What follows belongs to an exercise in optimizing a design on an open flow for small area; a production flow would make more cautious choices. Function was checked by simulation only, so behaviour that the tests miss may differ from the original. No driver is modelled on the clock port, so clock power and skew are understated where the tree is cut down; a real chip needs a root buffer or a tree. Power and IR drop assume default switching activity.

==> run R: inputs <==
// temp_display
module temp_display(clk, reset, dataout, control, scl_in, sda_in, scl_out, sda_out);
export LEC_CHECK = 0
export CAP_MARGIN = 20
export CORE_MARGIN = 2
export CORE_UTILIZATION = 40
export CTS_BUF_LIST = sky130_fd_sc_hd__clkbuf_8
export GPL_TIMING_DRIVEN = 0
export SLEW_MARGIN = 20
create_clock -name core_clock -period 10.0 [get_ports {clk}]
standard.sh (not shown) runs the stock make flow with config.mk's settings and CLKGATE_MAP_FILE= SYNTH_SCRIPT=/design/flow/synth_recipe.tcl, a recipe that flattens the netlist after the stock synthesis.
==> flow/flow/run.sh <==
#!/bin/bash
# Layout flow: the standard synthesis, then the combinational logic between
# the registers is re-mapped for area with ABC (&deepsyn from four seeds, in
# parallel; registers, their names and cell types are kept), each re-mapped
# netlist is proven equivalent to the standard one with Yosys and the smallest
# is kept, and the standard ORFS flow lays it out, with the smallest buffer on
# the ports and a clock tree of three clkbuf_16 in place of the one CTS builds.
# Each tool's output goes to a log file of its own in the work folder.
set -euo pipefail
W=$(pwd)
R=$W/orfs/results/${FLOW_PLATFORM}/temp_display/base
LIB=${FLOW_HOME}/platforms/${FLOW_PLATFORM}/lib/sky130_fd_sc_hd__tt_025C_1v80.lib
YOSYS=yosys
command -v yosys >/dev/null 2>&1 || YOSYS=${FLOW_HOME}/../tools/install/yosys/bin/yosys

bash standard.sh synth > $W/synth.log 2>&1
cp $R/1_2_yosys.v $W/synth_standard.v

# cells the synthesis must not use, as the standard synthesis was told
DU=$(grep -o -- "-dont_use [^ ]*" $(ls $W/orfs/logs/${FLOW_PLATFORM}/temp_display/base/1_2_yosys.log) | sort -u | tr '\n' ' ')
# register and tie cells stay as they are
SEQ=$(grep -o "sky130_fd_sc_hd__[a-z0-9_]*" $W/synth_standard.v | sort -u | grep -E "__(df|edf|sdf|dl|conb)" | tr '\n' ' ')

remap() {  # remap SCRIPT OUT LOG
	cat > $W/remap_$1.ys <<EOY
read_liberty -ignore_miss_func $LIB
setattr -mod -set blackbox 1 $SEQ
read_verilog $W/synth_standard.v
hierarchy -top ${FLOW_TOP}
flatten
opt_clean
abc -liberty $LIB $DU -script $W/flow/$1.abc
opt_clean -purge
hilomap -singleton -hicell sky130_fd_sc_hd__conb_1 HI -locell sky130_fd_sc_hd__conb_1 LO
insbuf -buf sky130_fd_sc_hd__buf_4 A X
splitnets
opt_clean -purge
tee -q -o $W/remap_$1_stat.txt stat -liberty $LIB
write_verilog -noexpr -noattr -nohex -nodec $2
EOY
	$YOSYS -s $W/remap_$1.ys > $3 2>&1
}

prove() {  # prove NETLIST LOG NAME: the netlist does what the standard one does
	cat > $W/prove_$3.ys <<EOY
read_liberty -ignore_miss_func $LIB
setattr -mod -set blackbox 1 $SEQ
read_verilog $W/synth_standard.v
rename ${FLOW_TOP} gold
read_verilog $1
rename ${FLOW_TOP} gate
hierarchy -check
flatten gold gate
opt_clean
equiv_make gold gate equiv
hierarchy -top equiv
equiv_simple
equiv_status -assert
EOY
	$YOSYS -s $W/prove_$3.ys > $2 2>&1
}

area() { grep "Chip area" $1 | awk '{print $NF}'; }

best=$W/synth_standard.v
$YOSYS -p "read_liberty -lib $LIB; read_verilog $W/synth_standard.v; hierarchy -top ${FLOW_TOP}; tee -q -o $W/standard_stat.txt stat -liberty $LIB" > $W/standard_stat.log 2>&1
best_area=$(area $W/standard_stat.txt)
echo "standard synthesis: $best_area" > $W/remap_summary.txt
cands="nf1 nf2 nf3 nf4"
for s in $cands; do
	remap $s $W/remap_$s.v $W/remap_$s.log &
done
wait || true
for s in $cands; do
	if [[ -s $W/remap_$s.v ]] && grep -q "Chip area" $W/remap_${s}_stat.txt 2>/dev/null && prove $W/remap_$s.v $W/prove_$s.log $s; then
		a=$(area $W/remap_${s}_stat.txt)
		echo "$s: $a (proven)" >> $W/remap_summary.txt
		if awk "BEGIN{exit !($a < $best_area)}"; then best=$W/remap_$s.v; best_area=$a; fi
	else
		echo "$s: failed" >> $W/remap_summary.txt
	fi
done
echo "using $best" >> $W/remap_summary.txt
cp $best $R/1_2_yosys.v
rm -f $R/1_synth.odb $R/1_synth.sdc
# port buffers: the smallest buffer cell; the clock tree that CTS builds is
# replaced by three clkbuf_16, each driving a third of the flip-flops
BP="BUFFER_PORTS_ARGS=-buffer_cell sky130_fd_sc_hd__buf_1"
CTS="CTS_ARGS=-sink_clustering_enable -repair_clock_nets -buf_list sky130_fd_sc_hd__clkbuf_8 -dont_use_dummy_load"
bash standard.sh "$BP" "$CTS" cts > $W/layout_cts.log 2>&1
if IN_ODB=$R/4_1_cts.odb OUT_ODB=$W/clock_rebuilt.odb LIB=$LIB SDC=$R/4_cts.sdc \
	PLATFORM_DIR=${FLOW_HOME}/platforms/${FLOW_PLATFORM} NB=3 BUF=sky130_fd_sc_hd__clkbuf_16 \
	openroad -no_init -exit $W/flow/rebuild_clock.tcl > $W/clock_rebuild.log 2>&1 && [[ -s $W/clock_rebuilt.odb ]]; then
	cp $W/clock_rebuilt.odb $R/4_1_cts.odb
	cp $W/clock_rebuilt.odb $R/4_cts.odb
	echo "clock tree rebuilt" >> $W/remap_summary.txt
else
	echo "clock tree kept" >> $W/remap_summary.txt
fi
bash standard.sh "$BP" "$CTS" finish > $W/layout.log 2>&1
==> flow/flow/nf1.abc <==
strash; &get -n; &deepsyn -T 540 -S 1; &dch -f; &nf -R 1000; &put; topo
==> flow/flow/nf2.abc <==
strash; &get -n; &deepsyn -T 540 -S 2; &dch -f; &nf -R 1000; &put; topo
==> flow/flow/nf3.abc <==
strash; &get -n; &deepsyn -T 540 -S 3; &dch -f; &nf -R 1000; &put; topo
==> flow/flow/nf4.abc <==
strash; &get -n; &deepsyn -T 540 -S 4; &dch -f; &nf -R 1000; &put; topo
==> flow/flow/rebuild_clock.tcl <==
# Replace the clock tree that CTS built by NB buffers of type BUF, each driven
# straight from the clock port and driving the flip-flops of one region (the
# flip-flops sorted by x and cut into NB groups of equal size).
read_liberty $::env(LIB)
read_db $::env(IN_ODB)
read_sdc $::env(SDC)
set NB $::env(NB)
set BUF $::env(BUF)
set block [ord::get_db_block]
set db [ord::get_db]
set clkport [$block findBTerm clk]
set clk [$clkport getNet]

# the CTS buffers: instances whose output net is a clock net below clk
set ctsbufs {}
set sinks {}
proc walk {net} {
  global ctsbufs sinks
  foreach it [$net getITerms] {
    if {[$it isInputSignal] || [$it isClocked]} {
      set inst [$it getInst]
      set m [[$inst getMaster] getName]
      if {[regexp {clkbuf|clkinv} $m] && [regexp {^clk} [$inst getName]]} {
        lappend ctsbufs $inst
        foreach o [$inst getITerms] { if {[$o isOutputSignal] && [$o getNet] != "NULL"} { walk [$o getNet] } }
      } else {
        lappend sinks $it
      }
    }
  }
}
walk $clk
puts "CTS buffers: [llength $ctsbufs], sinks: [llength $sinks]"
foreach it $sinks {
  set m [[[$it getInst] getMaster] getName]
  if {![regexp {df} $m]} { puts "unexpected sink [$it getInst] $m"; exit 1 }
}
# remove the old tree
set oldnets {}
foreach inst $ctsbufs {
  foreach it [$inst getITerms] {
    set n [$it getNet]
    if {$n != "NULL" && [$n getName] != "clk" && [lsearch $oldnets $n] < 0} { lappend oldnets $n }
    $it disconnect
  }
  odb::dbInst_destroy $inst
}
foreach it $sinks { $it disconnect }
foreach n $oldnets { odb::dbNet_destroy $n }
# group the sinks by location: split on x into NB groups of equal size
set pts {}
foreach it $sinks {
  set inst [$it getInst]
  set loc [$inst getLocation]
  lappend pts [list [lindex $loc 0] [lindex $loc 1] $it]
}
set pts [lsort -integer -index 0 $pts]
set n [llength $pts]
set master [$db findMaster $BUF]
for {set g 0} {$g < $NB} {incr g} {
  set lo [expr {$g * $n / $NB}]
  set hi [expr {($g + 1) * $n / $NB - 1}]
  set grp [lrange $pts $lo $hi]
  # within the group, sort by y (keeps groups compact for 1-D splits)
  set sx 0; set sy 0
  foreach p $grp { incr sx [lindex $p 0]; incr sy [lindex $p 1] }
  set cx [expr {$sx / [llength $grp]}]
  set cy [expr {$sy / [llength $grp]}]
  set inst [odb::dbInst_create $block $master "clkbuf_leaf_$g"]
  $inst setLocation $cx $cy
  $inst setPlacementStatus PLACED
  set net [odb::dbNet_create $block "clknet_leaf_$g"]
  $net setSigType CLOCK
  foreach it [$inst getITerms] {
    set mt [[$it getMTerm] getName]
    if {$mt == "A"} { $it connect $clk }
    if {$mt == "X"} { $it connect $net }
  }
  foreach p $grp { [lindex $p 2] connect $net }
  puts "group $g: [llength $grp] sinks, buffer at $cx $cy"
}
detailed_placement
check_placement -verbose
source $::env(PLATFORM_DIR)/setRC.tcl
set_propagated_clock [all_clocks]
estimate_parasitics -placement
set mx 0
foreach pin [get_pins -hierarchical */CLK] { set s [get_property $pin slew_max]; if {$s > $mx} {set mx $s} }
puts "MAXCLKSLEW $mx"
report_worst_slack -max
report_worst_slack -min
report_clock_skew
if {$mx > 0.115e-9 && $mx > 0.115} { puts "clock slew too high, tree not replaced"; exit 1 }
write_db $::env(OUT_ODB)
==> run Z: changes against run R <==
--- a/flow/flow/run.sh
+++ b/flow/flow/run.sh
@@ -1,10 +1,8 @@
 #!/bin/bash
 # Layout flow: the standard synthesis, then the combinational logic between
-# the registers is re-mapped for area with ABC (&deepsyn from four seeds, in
-# parallel; registers, their names and cell types are kept), each re-mapped
-# netlist is proven equivalent to the standard one with Yosys and the smallest
-# is kept, and the standard ORFS flow lays it out, with the smallest buffer on
-# the ports and a clock tree of three clkbuf_16 in place of the one CTS builds.
-# Each tool's output goes to a log file of its own in the work folder.
+# the registers is re-mapped for area with ABC (registers, their names and cell
+# types are kept), the re-mapped netlist is proven equivalent to the standard
+# one, and the standard ORFS flow lays it out. Each tool's output goes to a log
+# file of its own in the work folder.
 set -euo pipefail
 W=$(pwd)
@@ -67,5 +65,5 @@
 best_area=$(area $W/standard_stat.txt)
 echo "standard synthesis: $best_area" > $W/remap_summary.txt
-cands="nf1 nf2 nf3 nf4"
+cands="nfa nfb ama amb"
 for s in $cands; do
 	remap $s $W/remap_$s.v $W/remap_$s.log &
@@ -84,17 +82,7 @@
 cp $best $R/1_2_yosys.v
 rm -f $R/1_synth.odb $R/1_synth.sdc
-# port buffers: the smallest buffer cell; the clock tree that CTS builds is
-# replaced by three clkbuf_16, each driving a third of the flip-flops
-BP="BUFFER_PORTS_ARGS=-buffer_cell sky130_fd_sc_hd__buf_1"
-CTS="CTS_ARGS=-sink_clustering_enable -repair_clock_nets -buf_list sky130_fd_sc_hd__clkbuf_8 -dont_use_dummy_load"
-bash standard.sh "$BP" "$CTS" cts > $W/layout_cts.log 2>&1
-if IN_ODB=$R/4_1_cts.odb OUT_ODB=$W/clock_rebuilt.odb LIB=$LIB SDC=$R/4_cts.sdc \
-	PLATFORM_DIR=${FLOW_HOME}/platforms/${FLOW_PLATFORM} NB=3 BUF=sky130_fd_sc_hd__clkbuf_16 \
-	openroad -no_init -exit $W/flow/rebuild_clock.tcl > $W/clock_rebuild.log 2>&1 && [[ -s $W/clock_rebuilt.odb ]]; then
-	cp $W/clock_rebuilt.odb $R/4_1_cts.odb
-	cp $W/clock_rebuilt.odb $R/4_cts.odb
-	echo "clock tree rebuilt" >> $W/remap_summary.txt
-else
-	echo "clock tree kept" >> $W/remap_summary.txt
-fi
-bash standard.sh "$BP" "$CTS" finish > $W/layout.log 2>&1
+# port buffers: the smallest buffer cell; clock tree of clkbuf_8 without
+# the dummy loads that only balance the tree
+bash standard.sh "BUFFER_PORTS_ARGS=-buffer_cell sky130_fd_sc_hd__buf_1" \
+	"CTS_ARGS=-sink_clustering_enable -repair_clock_nets -buf_list sky130_fd_sc_hd__clkbuf_8 -dont_use_dummy_load" \
+	finish > $W/layout.log 2>&1
==> flow/flow/ama.abc (new file) <==
strash; &get -n; &deepsyn -T 240 -S 1; &put; dch -f; amap; topo
==> flow/flow/amb.abc (new file) <==
strash; &get -n; &deepsyn -T 240 -S 3; &put; dch -f; amap; topo
==> flow/flow/nfa.abc (new file) <==
strash; &get -n; &deepsyn -T 240 -S 1; &dch -f; &nf -R 1000; &put; topo
==> flow/flow/nfb.abc (new file) <==
strash; &get -n; &deepsyn -T 240 -S 2; &dch -f; &nf -R 1000; &put; topo
removed: flow/flow/nf1.abc
removed: flow/flow/nf2.abc
removed: flow/flow/nf3.abc
removed: flow/flow/nf4.abc
removed: flow/flow/rebuild_clock.tcl
==> run G: changes against run R <==
--- a/flow/flow/run.sh
+++ b/flow/flow/run.sh
@@ -1,10 +1,8 @@
 #!/bin/bash
 # Layout flow: the standard synthesis, then the combinational logic between
-# the registers is re-mapped for area with ABC (&deepsyn from four seeds, in
-# parallel; registers, their names and cell types are kept), each re-mapped
-# netlist is proven equivalent to the standard one with Yosys and the smallest
-# is kept, and the standard ORFS flow lays it out, with the smallest buffer on
-# the ports and a clock tree of three clkbuf_16 in place of the one CTS builds.
-# Each tool's output goes to a log file of its own in the work folder.
+# the registers is re-mapped for area with ABC (registers, their names and cell
+# types are kept), the re-mapped netlist is proven equivalent to the standard
+# one, and the standard ORFS flow lays it out. Each tool's output goes to a log
+# file of its own in the work folder.
 set -euo pipefail
 W=$(pwd)
@@ -67,5 +65,5 @@
 best_area=$(area $W/standard_stat.txt)
 echo "standard synthesis: $best_area" > $W/remap_summary.txt
-cands="nf1 nf2 nf3 nf4"
+cands="nfa nfb ama amb"
 for s in $cands; do
 	remap $s $W/remap_$s.v $W/remap_$s.log &
==> flow/flow/ama.abc (new file) <==
strash; &get -n; &deepsyn -T 240 -S 1; &put; dch -f; amap; topo
==> flow/flow/amb.abc (new file) <==
strash; &get -n; &deepsyn -T 240 -S 3; &put; dch -f; amap; topo
==> flow/flow/nfa.abc (new file) <==
strash; &get -n; &deepsyn -T 240 -S 1; &dch -f; &nf -R 1000; &put; topo
==> flow/flow/nfb.abc (new file) <==
strash; &get -n; &deepsyn -T 240 -S 2; &dch -f; &nf -R 1000; &put; topo
removed: flow/flow/nf1.abc
removed: flow/flow/nf2.abc
removed: flow/flow/nf3.abc
removed: flow/flow/nf4.abc
==> summary.txt <==
Run R completed with no timing, DRC or antenna violations. Run G passed the timing, DRC and antenna checks. Run Z went through all stages and came out clean.
Synthesized cell count, highest first: run Z, run G, run R.
The lowest synthesized area belongs to run R, the highest to run Z.
Global-route usage, lowest first: run G, run Z, run R.
Wire length: run G is lower than run R (7.2%).
Clock power: run G < run R < run Z.
The lowest combinational power belongs to run G, the highest to run Z.
The lowest worst setup slack belongs to run Z, the highest to run G.
Fmax: run Z < run R < run G.
Of run Z and run G, run Z has the higher via count (gap about 3%, measured against run G).
In run R and run G the design's own scripts or RTL, not TritonCTS, make the clock network.

[port drivers added, routing unchanged]
In the flow no input, the clock included, has a driving cell. The finished layouts below were timed again as built, in two steps.
Step 1 (the two cells are an assumption about what drives the block):
set clk [get_ports {clk}]
set_driving_cell -lib_cell sky130_fd_sc_hd__clkbuf_16 $clk
set_driving_cell -lib_cell sky130_fd_sc_hd__buf_2 [delete_from_list [all_inputs] $clk]
Step 2 moves the port delays by t, midway between the first and last clock arrival at a register: inputs arrive t later, outputs are due t later. That takes back most of the time a late clock gives input paths.
Three values: ideal, step 1, step 2; two values: the first two.
run | t (ns) | slack for setup (ns) | hold WS [ns] | latest minus earliest clock arrival (ns) | worst register clock-pin slew, ns
run R | 0.216 | 5.923 / 5.866 / 5.808 | 0.466 / 0.466 / 0.466 | 0.011 / 0.011 | 0.10 / 0.10
run Z | 0.368 | 5.802 / 5.799 / 5.802 | 0.462 / 0.462 / 0.462 | 0.022 / 0.023 | 0.08 / 0.08
run G | 0.216 | 6.089 / 6.089 / 6.089 | 0.441 / 0.441 / 0.441 | 0.011 / 0.011 | 0.09 / 0.09
After both steps every run listed still meets setup and hold. For run R, which loses most, drivers alone change the setup slack by -0.057 ns; drivers and shift together by -0.115 ns.
